Context: an optimization exercise on an open-source flow, tuned for small area, a short achievable clock period and few clock cycles. The choices shown serve that exercise and are no tape-out recipe.
No functional check of the RTL was part of any run shown here.

==> design.v <==
module DW_div_pipe #(
    parameter a_width     = 31,
    parameter b_width     = 31,
    parameter tc_mode     = 1,
    parameter rem_mode    = 0,
    parameter num_stages  = 10,
    parameter stall_mode  = 1,
    parameter rst_mode    = 1,
    parameter op_iso_mode = 0
) (
    input                      clk,
    input                      rst_n,
    input                      en,
    input      [a_width-1:0]   a,
    input      [b_width-1:0]   b,
    output     [a_width-1:0]   quotient,
    output     [b_width-1:0]   remainder,
    output                     divide_by_0
);
localparam NS = num_stages - 1;           
localparam W  = a_width;
wire          a_neg = (tc_mode != 0) & a[a_width-1];
wire          b_neg = (tc_mode != 0) & b[b_width-1];
wire [W-1:0]       a_mag = a_neg ? (~a + 1'b1) : a;
wire [b_width-1:0] b_mag = b_neg ? (~b + 1'b1) : b;
reg [b_width:0]   r_q [0:NS-1];
reg [W-1:0]       d_q [0:NS-1];
reg [b_width-1:0] m_q [0:NS-1];
reg               n_q [0:NS-1];
genvar k;
generate
    for (k = 0; k < NS; k = k + 1) begin : g_stage
        localparam integer LO = (k * W) / NS;
        localparam integer HI = ((k + 1) * W) / NS;
        wire [b_width:0]   r_in = (k == 0) ? {(b_width+1){1'b0}} : r_q[(k == 0) ? 0 : k-1];
        wire [W-1:0]       d_in = (k == 0) ? a_mag : d_q[(k == 0) ? 0 : k-1];
        wire [b_width-1:0] m_in = (k == 0) ? b_mag : m_q[(k == 0) ? 0 : k-1];
        wire               n_in = (k == 0) ? (a_neg ^ b_neg) : n_q[(k == 0) ? 0 : k-1];
        reg  [b_width:0]   r_c;
        reg  [W-1:0]       d_c;
        integer j;
        always @(*) begin
            r_c = r_in;
            d_c = d_in;
            for (j = LO; j < HI; j = j + 1) begin
                r_c = {r_c[b_width-1:0], d_c[W-1]};
                d_c = {d_c[W-2:0], 1'b0};
                if (r_c >= {1'b0, m_in}) begin
                    r_c = r_c - {1'b0, m_in};
                    d_c[0] = 1'b1;
                end
            end
        end
        always @(posedge clk or negedge rst_n) begin
            if (!rst_n) begin
                r_q[k] <= 0;
                d_q[k] <= 0;
                m_q[k] <= 0;
                n_q[k] <= 1'b0;
            end else if (en) begin
                r_q[k] <= r_c;
                d_q[k] <= d_c;
                m_q[k] <= m_in;
                n_q[k] <= n_in;
            end
        end
    end
endgenerate
assign quotient    = n_q[NS-1] ? (~d_q[NS-1] + 1'b1) : d_q[NS-1];
assign remainder   = {b_width{1'b0}};
assign divide_by_0 = 1'b0;
endmodule
module TRIANGLE(
    input  wire        clk,
    input  wire        rst_n,
    input  wire        in_valid,
    input  wire [7:0]  in_length,
    output wire [15:0] out_cos,
    output reg         out_valid,
    output reg  [1:0]  out_tri
);
localparam [4:0] ST_D0 = 5'd5;     
localparam [4:0] ST_L0 = 5'd11;    
localparam [4:0] ST_L2 = 5'd13;    
reg [4:0] st;
always @(posedge clk or negedge rst_n) begin
    if (!rst_n) st <= 5'd0;
    else if (st == 5'd0) st <= in_valid ? 5'd1 : 5'd0;
    else if (st == ST_L2) st <= 5'd0;
    else st <= st + 5'd1;
end
reg       f_sq, f_pr;
reg [2:0] f_acc, f_ini;
always @(posedge clk) begin
    f_sq     <= (st == 5'd0) || (st == 5'd1) || (st == 5'd2);    
    f_pr     <= (st == 5'd3) || (st == 5'd4) || (st == 5'd5);    
    f_acc[0] <= (st >= 5'd1) && (st <= 5'd3);                    
    f_acc[1] <= (st >= 5'd1) && (st <= 5'd4);                    
    f_acc[2] <= (st >= 5'd1) && (st <= 5'd5);                    
    f_ini[0] <= (st == 5'd1);
    f_ini[1] <= (st[4:1] == 4'd0) && st[0];
    f_ini[2] <= ~(|st[4:1]) & st[0];
end
reg [7:0] mx, my, lb, lc;
always @(posedge clk) begin
    if (st == 5'd0) lc <= in_length;
    if (st == 5'd1) lb <= in_length;
    mx <= (st <= 5'd2) ? in_length : (st == 5'd5) ? lb : mx;
    my <= (st <= 5'd2) ? in_length : (st == 5'd3) ? lb : (st == 5'd4) ? lc : my;
end
wire [15:0] m = mx * my;
reg [15:0] s;
always @(posedge clk) s <= f_sq ? m : 16'd0;
reg [15:0] p0, p1, p2;
always @(posedge clk) begin
    p0 <= f_pr ? m : p2;
    p1 <= p0;
    p2 <= p1;
end
function [18:0] step;    
    input [17:0] r;
    input [15:0] p;
    reg [18:0] bx, t;
    reg        c0;
    begin
        bx = r[17] ? {2'b00, p, 1'b0} : ~{2'b00, p, 1'b0};
        {t, c0} = {r, 2'b01} + {bx, ~r[17]};
        step = t;
    end
endfunction
function [18:0] first;   
    input [17:0] r;
    input [15:0] p;
    input        sub;    
    input        acc;
    input        init;
    reg [18:0] a, bx, t;
    reg        ci, c0;
    begin
        if (acc) begin
            a  = init ? 19'd0 : {r[17], r};
            bx = sub ? ~{3'b000, s} : {3'b000, s};
            ci = sub;
        end else begin
            a  = {r, 1'b0};
            bx = r[17] ? {2'b00, p, 1'b0} : ~{2'b00, p, 1'b0};
            ci = ~r[17];
        end
        {t, c0} = {a, 1'b1} + {bx, ci};    
        first = t;
    end
endfunction
reg signed [17:0] r0, r1, r2;
reg [10:0]        q0, q1, q2;
reg               n0, n1, n2;    
reg               e0, e1, e2;    
wire [18:0] x0 = first(r0, p0, 1'b1, f_acc[0], f_ini[0]);
wire [18:0] x1 = first(r1, p1, 1'b0, f_acc[1], f_ini[1]);
wire [18:0] x2 = first(r2, p2, 1'b0, f_acc[2], f_ini[2]);
wire [18:0] y0 = step(x0[17:0], p0);
wire [18:0] y1 = step(x1[17:0], p1);
wire [18:0] y2 = step(x2[17:0], p2);
wire z0 = (r0 == 18'sd0) | (x0 == 19'd0);
wire z1 = (r1 == 18'sd0) | (x1 == 19'd0);
wire z2 = (r2 == 18'sd0) | (x2 == 19'd0);
wire last_acc = (st == 5'd4);
always @(posedge clk) begin
    r1 <= f_acc[0] ? x0[17:0] : y0[17:0];
    r2 <= f_acc[1] ? x1[17:0] : y1[17:0];
    r0 <= f_acc[2] ? x2[17:0] : y2[17:0];
    q1 <= {q0[8:0], ~r0[17], ~x0[18]};
    q2 <= {q1[8:0], ~r1[17], ~x1[18]};
    q0 <= {q2[8:0], ~r2[17], ~x2[18]};
    n1 <= last_acc ? x0[18] : n0;
    n2 <= last_acc ? x1[18] : n1;
    n0 <= last_acc ? x2[18] : n2;
    e1 <= ~f_acc[0] & (e0 | z0);
    e2 <= ~f_acc[1] & (e1 | z1);
    e0 <= ~f_acc[2] & (e2 | z2);
    if (st == ST_D0)
        out_tri <= ((r0 == 18'sd0) | (r1 == 18'sd0) | (r2 == 18'sd0)) ? 2'd3 :
                   (n0 | n1 | n2) ? 2'd1 : 2'd0;
end
wire [11:0] qh  = {q0, ~r0[17]};
wire        b   = ~x0[18];
wire        inc = ~(e0 | z0);
wire [12:0] qp  = {1'b0, qh} + 13'd1;
wire [13:0] c   = ~n0 ? {1'b0, qh, b} :
                  (inc & b) ? {~qp[12], qp[11:0], 1'b0} : {1'b1, qh, b | inc};
reg [13:0] oc;
always @(posedge clk) oc <= c;
assign out_cos = {oc[13], oc[13], oc};
always @(posedge clk or negedge rst_n) begin
    if (!rst_n) out_valid <= 1'b0;
    else out_valid <= (st >= ST_L0) && (st <= ST_L2);
end
endmodule
==> flow/run.sh <==
#!/bin/bash
# Own layout flow: the standard flow unchanged, except that the port
# buffers that buffer_ports inserts during placement are buf_2 cells rather
# than the delay buffer it picks by default.
set -euo pipefail
export BUFFER_PORTS_ARGS="-buffer_cell sky130_fd_sc_hd__buf_2"
bash standard.sh > standard_flow.log 2>&1
==> standard.sh <==
#!/bin/bash
# synth_recipe.tcl (not shown) runs the flow's synth.tcl, then flattens the netlist and writes it again
# the make line also repeats each setting of config.mk as NAME=value (left out here)
make -C /OpenROAD-flow-scripts/flow DESIGN_CONFIG=/design/flow/config.mk WORK_HOME=/design/flow/orfs CLKGATE_MAP_FILE= SYNTH_SCRIPT=/design/flow/synth_recipe.tcl "${@:-finish}"
==> config.mk <==
export PLATFORM = sky130hd
export DESIGN_NAME = TRIANGLE
export DESIGN_NICKNAME = TRIANGLE
export VERILOG_FILES = /design/flow/design.v
export SDC_FILE = /design/flow/constraint.sdc
export NUM_CORES = 4
export LEC_CHECK = 0
export ABC_AREA = 1
export CAP_MARGIN = 20
export CORE_MARGIN = 2
export CORE_UTILIZATION = 65
export CTS_CLUSTER_DIAMETER = 100
export CTS_CLUSTER_SIZE = 24
export PLACE_DENSITY = 0.75
export SLEW_MARGIN = 20
==> constraint.sdc <==
create_clock -name core_clock -period 20.0 [get_ports {clk}]
set_input_delay 4.0000 -clock core_clock [delete_from_list [all_inputs] [get_ports {clk}]]
set_output_delay 4.0000 -clock core_clock [all_outputs]
set_load 0.01 [all_outputs]
==> summary.txt, run 1 <==
Global route
  • First-pass GRT wire length: 78400 um
  • Total Routing Usage GR: 0.373
  • Met3 Track Usage GR: 0.0755
  • Met2 usage: 0.600
  • Gr busiest metal: met2
  • Congestion Overflow GR: 0
  • Initial antenna violation count: 1
  • Vias in the first global route: 15200
  • Met1 Track Usage GR: 0.491
  • Largest net degree at the start of global routing: 52

Layout
  • Leading cell type in the layout, fill and taps excluded: nand2_1
  • Final net count: 2552
  • Fill count: 2164
  • Final non-filler cell total: 2693
  • Layout cell share with drive strength beyond 1: 0.0432
  • Util after Layout: 0.690
  • Reg area: 0.00462 mm2
  • Commonest cells after routing, fill and taps aside: 537 x nand2_1, 384 x inv_1, 190 x nor2_1
  • Area Overhead vs Synth: 4.56%
  • Multi-input logic area: 0.0102 mm2

Synthesis
  • Post-Syn Area: 0.0166 mm2
  • Cells after Synth: 2367
  • Ys Warns: 1
  • Number of synthesized flops with an enable pin: 34
  • Share of flip-flops with an asynchronous set or reset: 0.0283
  • Synth area leaders: dfxtp_1 21%, nand2_1 12%, ha_1 11%
  • Unique masters post-synth: 52
  • Syn nets: 2565
  • Post-synthesis sequential area ratio: 0.278
  • Cell taking the most area after synthesis: dfxtp_1
  • Post-synth top area share: 0.208
  • Post-synth top flop: dfxtp_1
  • Syn avg cell area: 7.00 um2
  • Yosys reg bits: 212

Clocking
  • Hold_buf cts: 0
  • Clock tree from TritonCTS: yes
  • Worst skew pair latency: 0.50 ns
  • CTS Sinks: 212
  • Clock buffer depth: 3
  • H-tree depth: 1
  • Post CTS Setup Buffer Count: 0
  • Reg clk slew, reported paths: 0.09 ns
  • Cts bufs inserted: 14
  • Root buffer cell: clkbuf_16
  • Cts repair resizes: 0

Floorplan
  • Rows: 58
  • Core region area: 0.0251 mm2
  • # IOs: 30
  • Die Span Y: 164 um
  • Die W: 164 um
  • Initial core utilization: 0.660
  • Die Area: 0.0268 mm2

Place
  • DP HPWL: 40500 um
  • Cells after DPL: 2668
  • RD Place Congestion: 1.08
  • Port bufs: 29

Setup path
  • Setup crit start kind: register
  • Crit path max fanout: 51
  • Critical path required time: 20.38 ns
  • Crit-path most repeated cell: nand2_1
  • Slowest-stage cell, CP: buf_4
  • Worst Path Arrival: 5.85 ns
  • Critical path endpoint category: register
  • Crit Path Category: reg -> reg
  • CP max stage delay: 0.46 ns

Detailed routing
  • WL final: 50400 um
  • Via-to-Cell Ratio: 6.02
  • Iter 0 DRT Violations: 2021
  • First-pass iteration count of the detailed router: 7
  • Antenna-violating nets left: 0
  • Total number of vias: 16200
  • Average wire per standard cell: 18.7 um
  • Drt drc: 0

STA
  • Worst-Margin Slew: 0.940 ns
  • Final setup violation count: 0
  • Pins Over Slew Limit: 0
  • Clock skew: 0.0206 ns
  • RSZ-0062 raised after global routing: no
  • Fin. Hold Viols: 0
  • Final period utilization: 0.274
  • Slew margin rel.: 0.371
  • Setup TNS: 0 ns
  • Fmax achieved: 183 MHz
  • Fin crit period: 5.47 ns

Status
  • Status: timing/DRC/antenna clean

Worst hold path
  • Worst hold path class: reg -> reg

Run
  • Max_cap viols: 0
## layout make-up
class                      instances  area share
timing repair buffer              33      0.0101
inverter                         389      0.0844
clock inverter                     6     0.00440
clock buffer                      18      0.0211
tap                              330      0.0238
sequential                       212       0.266
multi-input combinational       1704       0.590
antenna                            1    0.000144
## final timing paths
check                              start      to  slack (ns)  cells past startpoint
worst max register to register  f_acc[0]  oc[11]       14.53                     31
worst min-delay path               q2[4]   q0[6]        0.33                      0
worst min register to register     q2[4]   q0[6]        0.33                      0
min in group asynchronous          rst_n   st[2]        3.30                      1
worst max-delay path            f_acc[0]  oc[11]       14.53                     31
max in group asynchronous          rst_n   st[4]       16.55                      1
## flip-flops by register name, indices dropped and copies added, names as in the netlist, 11 cells and up
| register | flops |
|---|---|
| r0 | 18 |
| oc | 14 |
| q0 | 11 |
| p2 | 16 |
| p1 | 16 |
| r1 | 18 |
| p0 | 16 |
| s | 16 |
| r2 | 18 |
## through the flow
stage	setup WS (ns)	hold WS [ns]	cell area (um2)
floorplan	15.49	0.310	16600
global placement	14.71	0.310	16900
detailed placement	14.65	0.312	16900
CTS	14.65	0.330	17300
global route	14.06	0.335	17300
finish	14.53	0.332	17300
## cells by family after synthesis
kind of cell               count (synthesis)  share of synthesized area
muxes                                      1                   0.000679
AOI/OAI and AO/OA                        423                      0.147
xor gates and xnor gates                 101                     0.0534
buffers and inverters                    451                      0.105
adders and majority gates                187                      0.159
DFF                                      212                      0.278
and+or+nand+nor                          992                      0.256
## synthesized netlist by cell type (all sizes together), types with 6 or more instances
cell type / instances
a31oi: 6
xnor2: 29
buf: 17
dfxtp: 172
or2: 17
fa: 39
edfxtp: 34
nor3: 29
nor2: 193
a211oi: 15
o22ai: 64
o21bai: 14
a221oi: 20
clkbuf: 45
nand3: 135
nand3b: 15
nor4: 18
nand2: 556
o21a: 8
ha: 148
dfrtp: 6
inv: 385
nand4: 24
xor2: 72
a21oi: 157
o21ai: 128
## layer usage
layer,wire (um),vias to the layer above
li1,-,7715
met1,20300,7470
met2,22600,858
met3,5090,164
met4,2400,0
met5,0,-
## worst max-delay path: cells and delay by family (launching register included)
kind,cells,cell delay (ns)
AOI/OAI and AO/OA,3,0.68
xor gates and xnor gates,2,0.44
adders and majority gates,3,0.73
buffers and inverters,5,1.28
DFF,1,0.32
and+or+nand+nor,18,1.88
==> inputs of run 2 (changes only) <==
==> design.v (replaced) <==
module DW_div_pipe_unused;
endmodule
module TRIANGLE(
    input  wire        clk,
    input  wire        rst_n,
    input  wire        in_valid,
    input  wire [7:0]  in_length,
    output reg  [15:0] out_cos,
    output reg         out_valid,
    output reg  [1:0]  out_tri
);
localparam K  = 2;                        
localparam NC = (13 + K - 1) / K;         
localparam S  = NC * K;                   
localparam E  = S - 13;                   
localparam RW = 17 + E;                   
localparam [4:0] ST_CMP = 5'd3;
localparam [4:0] ST_DV0 = 5'd4;
localparam [4:0] ST_O0  = ST_DV0 + NC;
localparam [4:0] ST_O1  = ST_O0 + 5'd1;
localparam [4:0] ST_O2  = ST_O0 + 5'd2;
reg [4:0] st;
reg [7:0] la, lb, lc;                     
always @(posedge clk or negedge rst_n) begin
    if (!rst_n) st <= 5'd0;
    else if (st == 5'd0) st <= in_valid ? 5'd1 : 5'd0;
    else if (st == ST_O2) st <= 5'd0;
    else st <= st + 5'd1;
end
always @(posedge clk) begin
    if (in_valid) begin
        la <= in_length;
        lb <= la;
        lc <= lb;
    end
end
wire [15:0] s0 = lc * lc;
wire [15:0] s1 = lb * lb;
wire [15:0] s2 = la * la;
wire [15:0] p0 = lb * la;
wire [15:0] p1 = lc * la;
wire [15:0] p2 = lc * lb;
wire signed [17:0] up0 = $signed({2'b0, s1}) + $signed({2'b0, s2}) - $signed({2'b0, s0});
wire signed [17:0] up1 = $signed({2'b0, s0}) + $signed({2'b0, s2}) - $signed({2'b0, s1});
wire signed [17:0] up2 = $signed({2'b0, s0}) + $signed({2'b0, s1}) - $signed({2'b0, s2});
wire [16:0] a0 = up0[17] ? -up0[16:0] : up0[16:0];
wire [16:0] a1 = up1[17] ? -up1[16:0] : up1[16:0];
wire [16:0] a2 = up2[17] ? -up2[16:0] : up2[16:0];
wire [1:0] tri_c = (up0 == 0 || up1 == 0 || up2 == 0) ? 2'd3 :
                   (up0[17] | up1[17] | up2[17]) ? 2'd1 : 2'd0;
reg [RW-1:0] r0, r1, r2;
reg [15:0]   pp0, pp1, pp2;
reg [S-1:0]  q0, q1, q2;
reg          n0, n1, n2;
function [RW+S-1:0] dstep;    
    input [RW-1:0] r;
    input [S-1:0]  q;
    input [15:0]   p;
    reg [RW:0]   t;
    reg [RW:0]   d;
    reg [RW-1:0] rr;
    reg [S-1:0]  qq;
    integer j;
    begin
        rr = r; qq = q;
        d = {p, 1'b0} << E;
        for (j = 0; j < K; j = j + 1) begin
            t = {rr, 1'b0} - d;
            if (!t[RW]) begin rr = t[RW-1:0]; qq = {qq[S-2:0], 1'b1}; end
            else        begin rr = {rr[RW-2:0], 1'b0}; qq = {qq[S-2:0], 1'b0}; end
        end
        dstep = {rr, qq};
    end
endfunction
wire [RW+S-1:0] x0 = dstep(r0, q0, pp0);
wire [RW+S-1:0] x1 = dstep(r1, q1, pp1);
wire [RW+S-1:0] x2 = dstep(r2, q2, pp2);
always @(posedge clk) begin
    if (st == ST_CMP) begin
        r0 <= a0; r1 <= a1; r2 <= a2;
        pp0 <= p0; pp1 <= p1; pp2 <= p2;
        n0 <= up0[17]; n1 <= up1[17]; n2 <= up2[17];
        out_tri <= tri_c;
    end else if (st >= ST_DV0 && st < ST_O0) begin
        {r0, q0} <= x0;
        {r1, q1} <= x1;
        {r2, q2} <= x2;
    end
end
reg [12:0] qs;
reg        ns;
always @(*) begin
    case (st)
        ST_O1:   begin qs = q1[12:0]; ns = n1; end
        ST_O2:   begin qs = q2[12:0]; ns = n2; end
        default: begin qs = q0[12:0]; ns = n0; end
    endcase
end
wire [15:0] qx = {3'b0, qs};
always @(posedge clk) begin
    out_cos <= ns ? -qx : qx;
end
always @(posedge clk or negedge rst_n) begin
    if (!rst_n) out_valid <= 1'b0;
    else out_valid <= (st >= ST_O0 && st <= ST_O2);
end
endmodule
==> run.sh (new file) <==
#!/bin/bash
# synth_recipe.tcl (not shown) runs the flow's synth.tcl, then flattens the netlist and writes it again
# the make line also repeats each setting of config.mk as NAME=value (left out here)
make -C /OpenROAD-flow-scripts/flow DESIGN_CONFIG=/design/flow/config.mk WORK_HOME=/design/flow/orfs CLKGATE_MAP_FILE= SYNTH_SCRIPT=/design/flow/synth_recipe.tcl finish
==> config.mk (replaced) <==
export PLATFORM = sky130hd
export DESIGN_NAME = TRIANGLE
export DESIGN_NICKNAME = TRIANGLE
export VERILOG_FILES = /design/flow/design.v
export SDC_FILE = /design/flow/constraint.sdc
export NUM_CORES = 4
export LEC_CHECK = 0
export CAP_MARGIN = 20
export CORE_MARGIN = 2
export CORE_UTILIZATION = 40
export PLACE_DENSITY = 0.6
export SLEW_MARGIN = 20
removed: flow/run.sh
removed: standard.sh
==> summary.txt, run 2 <==
Floorplan
  • Initial core utilization: 0.405 (-0.255)
  • Die W: 265 um (+62%)
  • # IOs: 30 (unchanged)
  • Core region area: 0.0674 mm2 (+170%)
  • Die Span Y: 265 um (+62%)
  • Die Area: 0.0704 mm2 (+160%)
  • Rows: 95 (+64%)

Place
  • Dpl ws: 11.49 ns (-3.16 ns)
  • Post-DP Area: 0.0286 mm2 (+69%)
  • RD Place Congestion: 0.909 (-15%)
  • Cells after DPL: 3874 (+45%)
  • Port bufs: 29 (unchanged)
  • DP HPWL: 53700 um (+33%)

Detailed routing
  • Drt drc: 0 (unchanged)
  • Via-to-Cell Ratio: 5.32 (-12%)
  • Antenna-violating nets left: 0 (unchanged)
  • Average wire per standard cell: 17.5 um (-6.8%)
  • WL final: 68200 um (+35%)
  • Iter 0 DRT Violations: 1425 (-29%)
  • Total number of vias: 20800 (+28%)
  • First-pass iteration count of the detailed router: 5 (-2)

Synthesis
  • Cells after Synth: 3026 (+28%)
  • Syn avg cell area: 9.02 um2 (+29%)
  • Post-synth top area share: 0.181 (-0.0263)
  • Post-synth top flop: edfxtp_1
  • Count leader, synth: inv_1
  • Yosys reg bits: 190 (-10%)
  • Cell taking the most area after synthesis: edfxtp_1
  • Top post-synthesis cells by count: 433 x inv_1, 352 x ha_1, 257 x nand2_1
  • Post-Syn Area: 0.0273 mm2 (+65%)
  • Number of synthesized flops with an enable pin: 165 (+390%)
  • Syn nets: 3622 (+41%)
  • Post-synthesis sequential area ratio: 0.201 (-0.0775)
  • Share of flip-flops with an asynchronous set or reset: 0.0316 (+0.00328)
  • Synth area leaders: edfxtp_1 18%, fa_1 17%, ha_1 16%
  • Ys Warns: 1 (unchanged)
  • Unique masters post-synth: 89 (+71%)

Layout
  • Area Overhead vs Synth: 7.10%
  • Design area: 0.0292 mm2 (+69%)
  • Final non-filler cell total: 3906 (+45%)
  • Leading cell type in the layout, fill and taps excluded: inv_1
  • Most flops, register: r2
  • Regs by FF count: r2 x18, r0 x17, r1 x17
  • Commonest cells after routing, fill and taps aside: 432 x inv_1, 352 x ha_1, 256 x nand2_1
  • Layout cell share with drive strength beyond 1: 0.0468 (+0.00363)
  • Final net count: 3616 (+42%)
  • Max FFs per register: 18
  • Util after Layout: 0.434 (-0.256)
  • Antenna cells: 0 (-1)
  • Fill count: 6571 (+200%)

Worst hold path
  • Worst hold endpoint: q0[9]
  • Worst hold path class: reg -> reg
  • Hold wc startpoint: q0[7]
  • Hold path cells: 0 (unchanged)

Clocking
  • Cts bufs inserted: 17 (+3)
  • Reg clk slew, reported paths: 0.10 ns (about the same)
  • CTS Sinks: 190 (-10%)
  • Post CTS Setup Buffer Count: 0 (unchanged)
  • Cts repair resizes: 0 (unchanged)
  • H-tree depth: 4 (+3)
  • Hold_buf cts: 0 (unchanged)
  • Clock tree from TritonCTS: yes
  • Clock buffer depth: 2 (-1)
  • Root buffer cell: clkbuf_16
  • Worst skew pair latency: 0.51 ns (about the same)

Global route
  • Total Routing Usage GR: 0.200 (-0.173)
  • First-pass GRT wire length: 111000 um (+42%)
  • Met3 Track Usage GR: 0.0332 (-0.0423)
  • Congestion Overflow GR: 0 (unchanged)
  • Largest net degree at the start of global routing: 66 (+27%)
  • Vias in the first global route: 20600 (+35%)
  • Initial antenna violation count: 1 (unchanged)
  • Met2 usage: 0.321 (-0.279)
  • Gr busiest metal: met2
  • Met1 Track Usage GR: 0.281 (-0.211)

Setup path
  • Critical path endpoint category: register
  • Slowest-stage cell, CP: edfxtp_1
  • Setup crit start kind: register
  • Crit Path Category: reg -> reg
  • Worst Path Arrival: 8.84 ns (+2.99 ns)
  • Critical R2R Launch: lb[2]
  • Crit path max fanout: 18 (-65%)
  • R2r setup slk: 11.41 ns (-3.11 ns)
  • Critical path required time: 20.25 ns (-0.13 ns)
  • R2R Path End: out_tri[0]
  • Reg2Reg Depth: 28 (-9.7%)
  • CP max stage delay: 0.92 ns (+0.46 ns)
  • Crit-path most repeated cell: inv_1
  • Worst setup startpoint: lb[2]

STA
  • Fin crit period: 8.59 ns (+3.11 ns)
  • Fmax achieved: 116 MHz (-36%)
  • Hold_ws: 0.450 ns (+0.118 ns)
  • Pins Over Slew Limit: 0 (unchanged)
  • Clock skew: 0.0224 ns (+0.00179 ns)
  • RSZ-0062 raised after global routing: no
  • Setup WS post-layout: 11.41 ns (-3.11 ns)
  • Final period utilization: 0.429 (+0.156)
  • Setup TNS: 0 ns (unchanged)
  • Fin. Hold Viols: 0 (unchanged)
  • Final setup violation count: 0 (unchanged)
  • Slew margin rel.: 0.341 (-0.0299)
  • Worst-Margin Slew: 0.988 ns (+0.0484 ns)

Status
  • Status: timing/DRC/antenna clean

Run
  • Max_cap viols: 0 (unchanged)
-- run 2: changes by cell type after synthesis, moves of 60 or more --
| cell | change |
|---|---|
| o22ai_1 | -60 |
| xnor2_1 | +134 |
| and2_1 | +125 |
| edfxtp_1 | +131 |
| nand3_1 | -84 |
| nand2_1 | -280 |
| dfxtp_1 | -153 |
| ha_1 | +204 |
| fa_1 | +194 |
-- run 2: cell type report --
cell class              count  area, um2  share of cell area
clock inverters            15        226             0.00774
flip-flops and latches    190       5490               0.188
inverters                 441       1660              0.0566
repair buffers             61        526              0.0180
multi-input cells        2309      19800               0.678
clock buffers              17        425              0.0145
well taps                 873       1090              0.0374
-- run 2: layer usage --
| metal | up-vias | share of wire | wire, um |
|---|---|---|---|
| li1 | 10200 | - | - |
| met1 | 10100 | 0.48 | 32700 |
| met2 | 439 | 0.45 | 30700 |
| met3 | 64 | 0.052 | 3520 |
| met4 | 0 | 0.018 | 1260 |
| met5 | - | 0 | 0 |
-- run 2: cell families (layout without fill, tap and decap cells) --
kind of cell	after synthesis	after routing	share of synthesized area
compound gates	549	549	0.136
flops	190	190	0.201
buf+inv	527	534	0.0736
fa+ha+maj	585	585	0.332
mux	60	60	0.0234
xor+xnor	236	236	0.0757
simple gates	879	879	0.158
-- run 2: worst max path at each step --
stage	end	slack (ns)	cells after the start
after floorplan	r0[11]	12.98	33
after global placement	out_tri[0]	11.55	28
after detailed placement	out_tri[0]	11.49	28
after CTS	out_tri[0]	11.44	28
after global routing	r1[11]	10.83	30
final	out_tri[0]	11.41	28
-- run 2: worst max-delay path: cells and delay by family (launching register included) --
kind | cells | cell delay (ns)
buffers and inverters | 6 | 1.22
DFF | 1 | 0.92
AOI/OAI and AO/OA | 8 | 1.54
xor gates and xnor gates | 1 | 0.17
adders and majority gates | 7 | 2.96
and+or+nand+nor | 6 | 1.53

afterwards: timing with drivers on the ports:
The results above use ideal ports. As a check the final layouts listed here were re-extracted and re-timed, cells and wires unchanged. Step 1, drivers: a clkbuf_16 drives clk and a buf_2 each remaining input, both assumed. Step 2 also shifts input and output timing later by t, the mid clock arrival at the registers, as if the neighbouring blocks saw the same clock. Three values: ideal, step 1, step 2; two values: the first two.
run | t, ns | setup WS [ns] | worst register clock-pin slew, ns | pins driven straight from the clock port
run 1 | 0.545 | 14.526 / 14.526 / 14.526 | 0.09 / 0.09 | 1
run 2 | 0.557 | 11.412 / 11.412 / 11.412 | 0.10 / 0.10 | 1
After both steps setup and hold are still met in every run listed.
